This is an optimization exercise on Yosys and OpenROAD, whose aim is small area, not a production implementation. In this exercise RTL edits were held to simulation tests only and were not proved equivalent to the original. No driver is modelled on the clock port, so clock power and skew are understated where the tree is cut down; a real chip needs a root buffer or a tree.

Setup of old:
// Nexys3fpga
module Nexys3fpga (
	input 				clk100,
	input				rst,
	input				btnl, btnr,
	input				btnu, btnd,
	input				btns,
	input	[7:0]		sw,
	output	[7:0]		led,
	output 	[7:0]		seg,
	output	[3:0]		an
);
==> module glyph, before the edit <==
module glyph (input wire [3:0] c, output wire [6:0] g);
	assign g[0] = (c[3] & ~c[1]) | (c[3] & c[2] & ~c[0]) | (~c[2] & c[1] & c[0]);
	assign g[1] = ~((~c[3] & ~c[2]) | (c[3] & c[1] & c[0]) | (c[2] & c[1] & ~c[0]) | (~c[3] & ~c[1] & c[0]));
	assign g[2] = (c[3] & ~c[0]) | (~c[2] & c[1] & ~c[0]) | (c[3] & c[2] & ~c[1]);
	assign g[3] = ~((~c[3] & ~c[1]) | (~c[3] & ~c[2] & ~c[0]) | (c[2] & c[1] & c[0]));
	assign g[4] = (c[3]) | (~c[2] & c[0]) | (c[2] & ~c[0]);
	assign g[5] = (c[1] & ~c[0]) | (c[3] & ~c[2] & ~c[1]) | (~c[3] & ~c[2] & c[0]);
	assign g[6] = (c[3] & ~c[0]) | (c[3] & ~c[1]) | (c[2] & c[1] & ~c[0]) | (~c[2] & ~c[1] & ~c[0]) | (~c[3] & ~c[2] & c[1] & c[0]);
endmodule
==> module dstep, before the edit <==
module dstep (input wire [3:0] h, input wire dn, output wire [3:0] t,
              output wire is0, output wire is5, output wire is9);
	assign t[0] = (~h[0]) | (~dn & h[1]) | (dn & ~h[3]);
	assign t[1] = (h[3]) | (~h[1]) | (~dn & ~h[0]) | (dn & h[0]);
	assign t[2] = (~dn & h[3]) | (dn & ~h[1] & ~h[0]);
	assign t[3] = (h[3]) | (~dn & ~h[1] & h[0]) | (dn & ~h[1] & ~h[0]);
	assign is0 = (~h[2] & ~h[1] & ~h[0]);
	assign is5 = (h[2] & ~h[1] & ~h[0]);
	assign is9 = (h[3] & h[2]);
endmodule
==> module dcodes, before the edit <==
module dcodes (output wire [3:0] blank, output wire [3:0] seg_a, output wire [3:0] seg_b,
               output wire [3:0] seg_c, output wire [3:0] seg_f, output wire [3:0] eight,
               output wire [3:0] w05);
	assign blank = 4'b1000;
	assign seg_a = 4'b1010;
	assign seg_b = 4'b1110;
	assign seg_c = 4'b1001;
	assign seg_f = 4'b1101;
	assign eight = 4'b0101;
	assign w05 = 4'b0100;
endmodule
export LEC_CHECK = 0
export CAP_MARGIN = 20
export CORE_MARGIN = 2
export CORE_UTILIZATION = 85
export PLACE_DENSITY = 0.88
export SLEW_MARGIN = 20
create_clock -name core_clock -period 10.0 [get_ports {clk100}]
standard.sh (not shown) runs the stock make flow with config.mk's settings and CLKGATE_MAP_FILE= SYNTH_SCRIPT=/design/flow/synth_recipe.tcl, a recipe that flattens the netlist after the stock synthesis.
==> flow/flow/run.sh <==
#!/bin/bash
# The standard layout (standard.sh: the standard flow's config.mk, ORFS's own steps and
# its synthesis script) with different arguments for three ORFS steps:
#  - synthesis leaves adders to abc (ADDER_MAP_FILE empty): Yosys's adder
#    extraction otherwise turns 2-input decodes into half-adder cells whose
#    sum output is unused.  The registers and their names are the same.
#  - port buffers use the smallest buffer, sky130_fd_sc_hd__buf_1 (every
#    input and output port still gets its own buffer);
#  - clock tree: clock_buffers.tcl (sourced by ORFS's cts.tcl as its
#    PRE_CTS_TCL) replaces the tree synthesis call with MY_CLKBUF_COUNT
#    buffers fed by the clock port, each driving one group of nearby
#    registers; cts.tcl then legalises and repairs timing as usual.
# Each tool's output is in the ORFS logs under orfs/logs/; make's output
# goes to standard.log.
set -euo pipefail
export ADDER_MAP_FILE=
export BUFFER_PORTS_ARGS="-buffer_cell sky130_fd_sc_hd__buf_1"
export PRE_CTS_TCL="$PWD/flow/clock_buffers.tcl"
export MY_CLOCK_PORT=clk100
export MY_CLKBUF_CELL=sky130_fd_sc_hd__clkbuf_16
export MY_CLKBUF_COUNT=3
bash standard.sh finish > standard.log 2>&1
==> flow/flow/clock_buffers.tcl <==
set ::my_nbuf $::env(MY_CLKBUF_COUNT)
set ::my_buf $::env(MY_CLKBUF_CELL)
rename clock_tree_synthesis orfs_clock_tree_synthesis
proc clock_tree_synthesis { args } {
  set block [ord::get_db_block]
  set db [ord::get_db]
  set port [$block findBTerm $::env(MY_CLOCK_PORT)]
  set net [$port getNet]
  set master [$db findMaster $::my_buf]
  set sinks {}
  foreach it [$net getITerms] {
    set inst [$it getInst]
    set bb [$inst getBBox]
    lappend sinks [list $it [expr {([$bb xMin] + [$bb xMax]) / 2.0}] [expr {([$bb yMin] + [$bb yMax]) / 2.0}]]
  }
  set n [llength $sinks]
  set k $::my_nbuf
  # k-means on the register locations, started from sinks spread along x
  set sorted [lsort -real -index 1 $sinks]
  set cent {}
  for {set i 0} {$i < $k} {incr i} {
    set s [lindex $sorted [expr {int(($i + 0.5) * $n / $k)}]]
    lappend cent [list [lindex $s 1] [lindex $s 2]]
  }
  for {set iter 0} {$iter < 50} {incr iter} {
    set groups {}
    for {set i 0} {$i < $k} {incr i} { lappend groups {} }
    foreach s $sinks {
      set best 0; set bd 1e30
      for {set i 0} {$i < $k} {incr i} {
        set c [lindex $cent $i]
        set d [expr {abs([lindex $s 1] - [lindex $c 0]) + abs([lindex $s 2] - [lindex $c 1])}]
        if {$d < $bd} { set bd $d; set best $i }
      }
      lset groups $best [concat [lindex $groups $best] [list $s]]
    }
    set cent {}
    foreach g $groups {
      set sx 0.0; set sy 0.0
      foreach s $g { set sx [expr {$sx + [lindex $s 1]}]; set sy [expr {$sy + [lindex $s 2]}] }
      set m [expr {max(1, [llength $g])}]
      lappend cent [list [expr {$sx / $m}] [expr {$sy / $m}]]
    }
  }
  set i 0
  foreach g $groups c $cent {
    if {[llength $g] == 0} { continue }
    set inst [odb::dbInst_create $block $master "clkbuf_reg_$i"]
    set onet [odb::dbNet_create $block "clknet_reg_$i"]
    $onet setSigType CLOCK
    [$inst findITerm A] connect $net
    [$inst findITerm X] connect $onet
    foreach s $g {
      set it [lindex $s 0]
      $it disconnect
      $it connect $onet
    }
    $inst setLocation [expr {int([lindex $c 0])}] [expr {int([lindex $c 1])}]
    $inst setPlacementStatus PLACED
    puts "clock buffer clkbuf_reg_$i ($::my_buf) drives [llength $g] registers"
    incr i
  }
  $net setSigType CLOCK
  set_propagated_clock [all_clocks]
}
old | status: complete | timing, DRC, antenna: pass
Modified inputs, new compared to old
-- flow/design.v --
<<< old, line 27
`default_nettype none
module glyph (input wire [3:0] c, output wire [6:0] g);
	assign g[0] = (c[3] & ~c[1]) | (c[3] & c[2] & ~c[0]) | (~c[2] & c[1] & c[0]);
	assign g[1] = ~((~c[3] & ~c[2]) | (c[3] & c[1] & c[0]) | (c[2] & c[1] & ~c[0]) | (~c[3] & ~c[1] & c[0]));
	assign g[2] = (c[3] & ~c[0]) | (~c[2] & c[1] & ~c[0]) | (c[3] & c[2] & ~c[1]);
	assign g[3] = ~((~c[3] & ~c[1]) | (~c[3] & ~c[2] & ~c[0]) | (c[2] & c[1] & c[0]));
	assign g[4] = (c[3]) | (~c[2] & c[0]) | (c[2] & ~c[0]);
	assign g[5] = (c[1] & ~c[0]) | (c[3] & ~c[2] & ~c[1]) | (~c[3] & ~c[2] & c[0]);
	assign g[6] = (c[3] & ~c[0]) | (c[3] & ~c[1]) | (c[2] & c[1] & ~c[0]) | (~c[2] & ~c[1] & ~c[0]) | (~c[3] & ~c[2] & c[1] & c[0]);
endmodule
`default_nettype none
>>> new, line 27
`default_nettype none
module glyph (input wire [3:0] c, output wire [6:0] g);
	assign g[0] = (c[3] & ~c[1]) | (c[3] & c[2]) | (~c[3] & ~c[2] & c[1] & c[0]);
	assign g[1] = ~((~c[3] & ~c[2]) | (c[2] & ~c[1] & c[0]) | (c[2] & c[1] & ~c[0]) | (c[3] & c[1] & c[0]));
	assign g[2] = (c[3] & ~c[0]) | (~c[2] & c[1] & ~c[0]);
	assign g[3] = ~((~c[3] & ~c[1]) | (~c[3] & ~c[2] & ~c[0]) | (~c[3] & c[2] & c[0]) | (c[3] & ~c[2] & c[1] & c[0]));
	assign g[4] = (c[3]) | (~c[2] & c[0]) | (c[2] & ~c[0]);
	assign g[5] = (c[1] & ~c[0]) | (~c[3] & ~c[2] & c[0]) | (c[3] & ~c[2] & ~c[1]);
	assign g[6] = (c[3] & ~c[0]) | (c[3] & ~c[1]) | (~c[2] & ~c[1] & ~c[0]) | (c[2] & c[1] & ~c[0]) | (~c[3] & ~c[2] & c[1] & c[0]);
endmodule
`default_nettype none
<<< old, line 39
              output wire is0, output wire is5, output wire is9);
	assign t[0] = (~h[0]) | (~dn & h[1]) | (dn & ~h[3]);
	assign t[1] = (h[3]) | (~h[1]) | (~dn & ~h[0]) | (dn & h[0]);
	assign t[2] = (~dn & h[3]) | (dn & ~h[1] & ~h[0]);
	assign t[3] = (h[3]) | (~dn & ~h[1] & h[0]) | (dn & ~h[1] & ~h[0]);
	assign is0 = (~h[2] & ~h[1] & ~h[0]);
	assign is5 = (h[2] & ~h[1] & ~h[0]);
	assign is9 = (h[3] & h[2]);
endmodule
module dstep3 (input wire [1:0] h, input wire dn, output wire [1:0] t);
>>> new, line 39
              output wire is0, output wire is5, output wire is9);
	assign t[0] = (~h[0]) | (~dn & h[1]) | (dn & ~h[3]);
	assign t[1] = (~h[1]) | (h[3]) | (~dn & ~h[0]) | (dn & h[0]);
	assign t[2] = (dn & h[3]) | (~dn & ~h[1] & h[0]);
	assign t[3] = (h[3]) | (~dn & ~h[1] & h[0]) | (dn & ~h[1] & ~h[0]);
	assign is0 = (~h[2] & ~h[1] & ~h[0]);
	assign is5 = (h[2] & ~h[1] & ~h[0]);
	assign is9 = (h[3] & ~h[2]);
endmodule
module dstep3 (input wire [1:0] h, input wire dn, output wire [1:0] t);
<<< old, line 61
	assign seg_b = 4'b1110;
	assign seg_c = 4'b1001;
	assign seg_f = 4'b1101;
	assign eight = 4'b0101;
	assign w05 = 4'b0100;
>>> new, line 61
	assign seg_b = 4'b1110;
	assign seg_c = 4'b1001;
	assign seg_f = 4'b1100;
	assign eight = 4'b0101;
	assign w05 = 4'b0100;
new — number of distinct library cells after synthesis 5 higher, old as reference
old → new: proportion of register bits with asynchronous set or reset after synthesis ~0 delta; mux cell area share after synthesis up 0.33 points; post-synth net total level.
Per the comparison of new with old, horizontal extent of the die neither gained nor lost much; mean instance size in the synthesized netlist now sits at about the same level; height of the die shows no meaningful change; initial standard-cell utilization of the core +0.29 points.
XOR/XNOR share of the synthesized area delta for new relative to old: 0.71 points lower
Relative to old, sequential element share of the synthesized area increased by 0.17 points in new.
new vs. old: synthesized area went down by 0.38%.
The cell count after synthesis of new and that of old are within noise of each other.
Every run in new and old closed cleanly, with the single exception of new.
new | ERROR | global placement without I/O
In old the design's own scripts or RTL, not TritonCTS, make the clock network.

==> static timing again, ports no longer ideal <==
Ports are ideal in the flow. The routed layout listed here was re-timed in OpenROAD. Step 1 (the two cells are an assumption about what drives the block):
set clk [get_ports {clk100}]
set_driving_cell -lib_cell sky130_fd_sc_hd__clkbuf_16 $clk
set_driving_cell -lib_cell sky130_fd_sc_hd__buf_2 [delete_from_list [all_inputs] $clk]
Step 2, shift: input delay + t, output delay - t, t = (earliest + latest rising clock arrival at the registers) / 2. This alone moves slack from input paths to output paths. a / b / c = ideal / step 1 / step 2; a / b = the first two.
run: old
t, ns: 0.223
slack for setup (ns): 6.224 / 6.267 / 6.044
worst hold slack (ns): 0.450 / 0.450 / 0.450
latest minus earliest clock arrival (ns): 0.022 / 0.022
cell pins on the clock port's net: 3
After both steps setup and hold are still met in old. The setup slack of old moves by +0.043 ns with the drivers and by -0.180 ns with both steps.
